From an optimization exercise on the open Yosys and OpenROAD flow, aimed at small area, a short achievable clock period and few clock cycles per item; shortcuts taken in it are not production practice. In this exercise RTL edits were held to simulation tests only and were not proved equivalent to the original. The flow treats the clock pin as an ideal source, which a real chip does not have.

## zinc
Design idct8x8, start of the top module:
module idct8x8 (
    input  wire clk,
    input  wire rst,
    input  wire in_we,
    input  wire [5:0] in_addr,
    input  wire signed [15:0] in_data,
    input  wire start,
    output reg  done,
    input  wire [5:0] out_addr,
    output wire [7:0] out_data
);
    localparam WW = 19;                
    reg [64*WW-1:0] w;                 
    reg rowph, colph;
    reg [3:0] cnt;
    wire idle = ~rowph & ~colph;
    wire dov  = rowph;                 
    wire doh  = colph;
    reg s_row0, s_row1, s_odd;
    always @(posedge clk or posedge rst) begin
        if (rst) begin
            s_row0 <= 1'b1; s_row1 <= 1'b0; s_odd <= 1'b0;
        end else begin
            s_row0 <= (idle & ~start) | (colph & cnt == 4'd8);
            s_row1 <= (idle & start) | (rowph & cnt != 4'd7);
            s_odd  <= (rowph & cnt == 4'd7) | (colph & cnt <= 4'd2);
        end
    end
    reg [159:0] v;
    integer i;
    always @(*) begin
        for (i = 0; i < 8; i = i + 1)
            v[i*20 +: 20] = s_row0 ? {{4{w[((i+4)%8)*WW+15]}}, w[((i+4)%8)*WW +: 16]}
                          : s_row1 ? {{4{w[(8+(i+4)%8)*WW+15]}}, w[(8+(i+4)%8)*WW +: 16]}
                          : s_odd ? {w[(i*8)*WW +: WW], 1'b0}
                          : {w[(i*8)*WW+WW-1], w[(i*8)*WW +: WW]};
    end
    reg [87:0] g;
    reg [83:0] d;
    function [22:0] addbk;
        input [22:0] a, b;
        input ci;
        reg [22:0] p, g, p0;
        integer ii, jj;
        begin
            p = a ^ b; g = a & b; p0 = p;
            g[0] = g[0] | (p[0] & ci);
            for (ii = 1; ii <= 5; ii = ii + 1)
  ...
==> flow/config.mk <==
export PLATFORM = sky130hd
export DESIGN_NAME = idct8x8
export DESIGN_NICKNAME = idct8x8
export VERILOG_FILES = /design/flow/design.v
export SDC_FILE = /design/flow/constraint.sdc
export NUM_CORES = 8
export LEC_CHECK = 0
export CAP_MARGIN = 20
export CORE_MARGIN = 2
export CORE_UTILIZATION = 45
export CTS_BUF_LIST = sky130_fd_sc_hd__clkbuf_8
export CTS_CLUSTER_DIAMETER = 60
export CTS_CLUSTER_SIZE = 16
export SETUP_SLACK_MARGIN = 4.0
export SLEW_MARGIN = 20
export SYNTH_HIERARCHICAL = 1
==> flow/constraint.sdc <==
create_clock -name core_clock -period 10.0 [get_ports {clk}]
set_input_delay 2.0000 -clock core_clock [delete_from_list [all_inputs] [get_ports {clk}]]
set_output_delay 2.0000 -clock core_clock [all_outputs]
set_load 0.01 [all_outputs]
standard.sh (not shown) runs the stock make flow with config.mk's settings and CLKGATE_MAP_FILE= SYNTH_SCRIPT=/design/flow/synth_recipe.tcl, a recipe that flattens the netlist after the stock synthesis.
==> flow/flow/run.sh <==
#!/bin/bash
# The standard layout, with an extra gate-sizing pass after clock tree synthesis:
# flow/size.tcl upsizes cells on near-critical paths (their footprint may change)
# and legalizes the placement; the standard flow then routes and finishes.
set -eo pipefail
R="$PWD/orfs/results/sky130hd/idct8x8/base"
bash standard.sh cts 2>&1 | tee flow_make_cts.log
ODB_IN="$R/4_cts.odb" ODB_OUT="$R/4_cts_sized.odb" SDC="$R/4_cts.sdc" \
  SIZE_WINDOW=0.15 SIZE_PASSES=4 SIZE_PATHS=60 \
  openroad -no_init -exit flow/size.tcl 2>&1 | tee flow_size.log
cp "$R/4_cts_sized.odb" "$R/4_cts.odb"
touch "$R/4_cts.odb" "$R/4_cts.sdc"
bash standard.sh finish 2>&1 | tee flow_make_finish.log
Other scripts of this flow, unchanged in this note and not shown: flow/flow/size.tcl
Testbench counts of zinc, summed over its fixed seeds: cycles 18,688, blocks 128.
Inputs modified between zinc and nickel:
--- a/flow/design.v
+++ b/flow/design.v
@@ -10,34 +10,32 @@
     input  wire [5:0] out_addr,
     output wire [7:0] out_data
 );
     localparam WW = 19;                
     reg [64*WW-1:0] w;                 
     reg rowph, colph;
     reg [3:0] cnt;
     wire idle = ~rowph & ~colph;
-    wire dov  = rowph;                 
+    wire dov  = rowph | (start & idle);
     wire doh  = colph;
-    reg s_row0, s_row1, s_odd;
+    reg s_row, s_odd;
     always @(posedge clk or posedge rst) begin
         if (rst) begin
-            s_row0 <= 1'b1; s_row1 <= 1'b0; s_odd <= 1'b0;
+            s_row <= 1'b1; s_odd <= 1'b0;
         end else begin
-            s_row0 <= (idle & ~start) | (colph & cnt == 4'd8);
-            s_row1 <= (idle & start) | (rowph & cnt != 4'd7);
-            s_odd  <= (rowph & cnt == 4'd7) | (colph & cnt <= 4'd2);
+            s_row  <= ~(colph | (dov & cnt == 4'd8)) | (colph & cnt == 4'd8);
+            s_odd  <= (dov & cnt == 4'd8) | (colph & cnt <= 4'd2);
         end
     end
     reg [159:0] v;
     integer i;
     always @(*) begin
         for (i = 0; i < 8; i = i + 1)
-            v[i*20 +: 20] = s_row0 ? {{4{w[((i+4)%8)*WW+15]}}, w[((i+4)%8)*WW +: 16]}
-                          : s_row1 ? {{4{w[(8+(i+4)%8)*WW+15]}}, w[(8+(i+4)%8)*WW +: 16]}
+            v[i*20 +: 20] = s_row ? {{4{w[((i+4)%8)*WW+15]}}, w[((i+4)%8)*WW +: 16]}
                           : s_odd ? {w[(i*8)*WW +: WW], 1'b0}
                           : {w[(i*8)*WW+WW-1], w[(i*8)*WW +: WW]};
     end
     reg [87:0] g;
     reg [83:0] d;
     function [22:0] addbk;
         input [22:0] a, b;
         input ci;
@@ -187,21 +185,19 @@
     always @(posedge clk or posedge rst) begin
         if (rst) begin
             rowph <= 1'b0;
             colph <= 1'b0;
             cnt <= 4'd0;
             done <= 1'b0;
         end else begin
             done <= 1'b0;
-            if (idle) begin
-                if (start) begin rowph <= 1'b1; cnt <= 4'd0; end
-            end else if (dov) begin
-                if (cnt == 4'd7) begin rowph <= 1'b0; colph <= 1'b1; cnt <= 4'd0; end
-                else cnt <= cnt + 4'd1;
+            if (dov) begin
+                if (cnt == 4'd8) begin rowph <= 1'b0; colph <= 1'b1; cnt <= 4'd0; end
+                else begin rowph <= 1'b1; cnt <= cnt + 4'd1; end
             end else if (doh) begin
                 if (cnt == 4'd8) begin colph <= 1'b0; done <= 1'b1; cnt <= 4'd0; end
                 else cnt <= cnt + 4'd1;
             end
         end
     end
     wire [511:0] pix;
     generate
## What came out
Compared with zinc, nickel shows via count that has gone down slightly.
Looking at fraction of the mapped netlist area in compound gates, nickel sits 0.66 points below zinc.
Source of the critical timing path: start -> nickel, out_addr[1] -> zinc
Max die footprint across zinc and nickel: zinc
Changes observed in nickel relative to zinc: share of synthesized flip-flops with an asynchronous set or reset held steady; multiplexer share of the synthesized area lower.
Lower worst hold slack among zinc and nickel: nickel
Of zinc and nickel, zinc shows the lower global placement routability congestion, with nickel above it.
| chip width | nickel vs zinc | about 1% lower |
Taking zinc as the reference, in nickel area after synthesis moved down, routed via count divided by cell count moved down, final period demand of the worst path moved up, relative max-transition margin moved up.
Against zinc, nickel comes in about 10% lower on largest net degree at the start of global routing.
Testbench counts of nickel, summed over its fixed seeds: cycles 18,688, blocks 128.

[separate check: timing with driven ports]
The flow's constraints put no driver on any port. The routed layouts listed below were extracted and timed again, unchanged, in two steps. Step 1 sets driving cells, clkbuf_16 on the clock port and buf_2 on the other inputs (assumed; they add their load-dependent delay and slew). Step 2 adds t to the input delays and takes it off the output delays; t is the mean of the earliest and latest rising clock arrival at the registers after step 1. Input paths then give back, and output paths get back, about the clock's delay inside the block. Slacks: no drivers / after step 1 / after step 2; pairs: no drivers / after step 1.
run | t (ns) | setup slack, ns | hold WS [ns] | latest minus earliest clock arrival (ns)
zinc | 1.096 | 3.931 / 3.827 / 3.781 | 0.451 / 0.451 / 0.451 | 0.082 / 0.082
nickel | 1.092 | 3.876 / 3.796 / 2.847 | 0.425 / 0.425 / 0.425 | 0.072 / 0.072
After both steps every run listed still meets setup and hold. For nickel, which loses most, drivers alone change the setup slack by -0.080 ns; drivers and shift together by -1.029 ns.
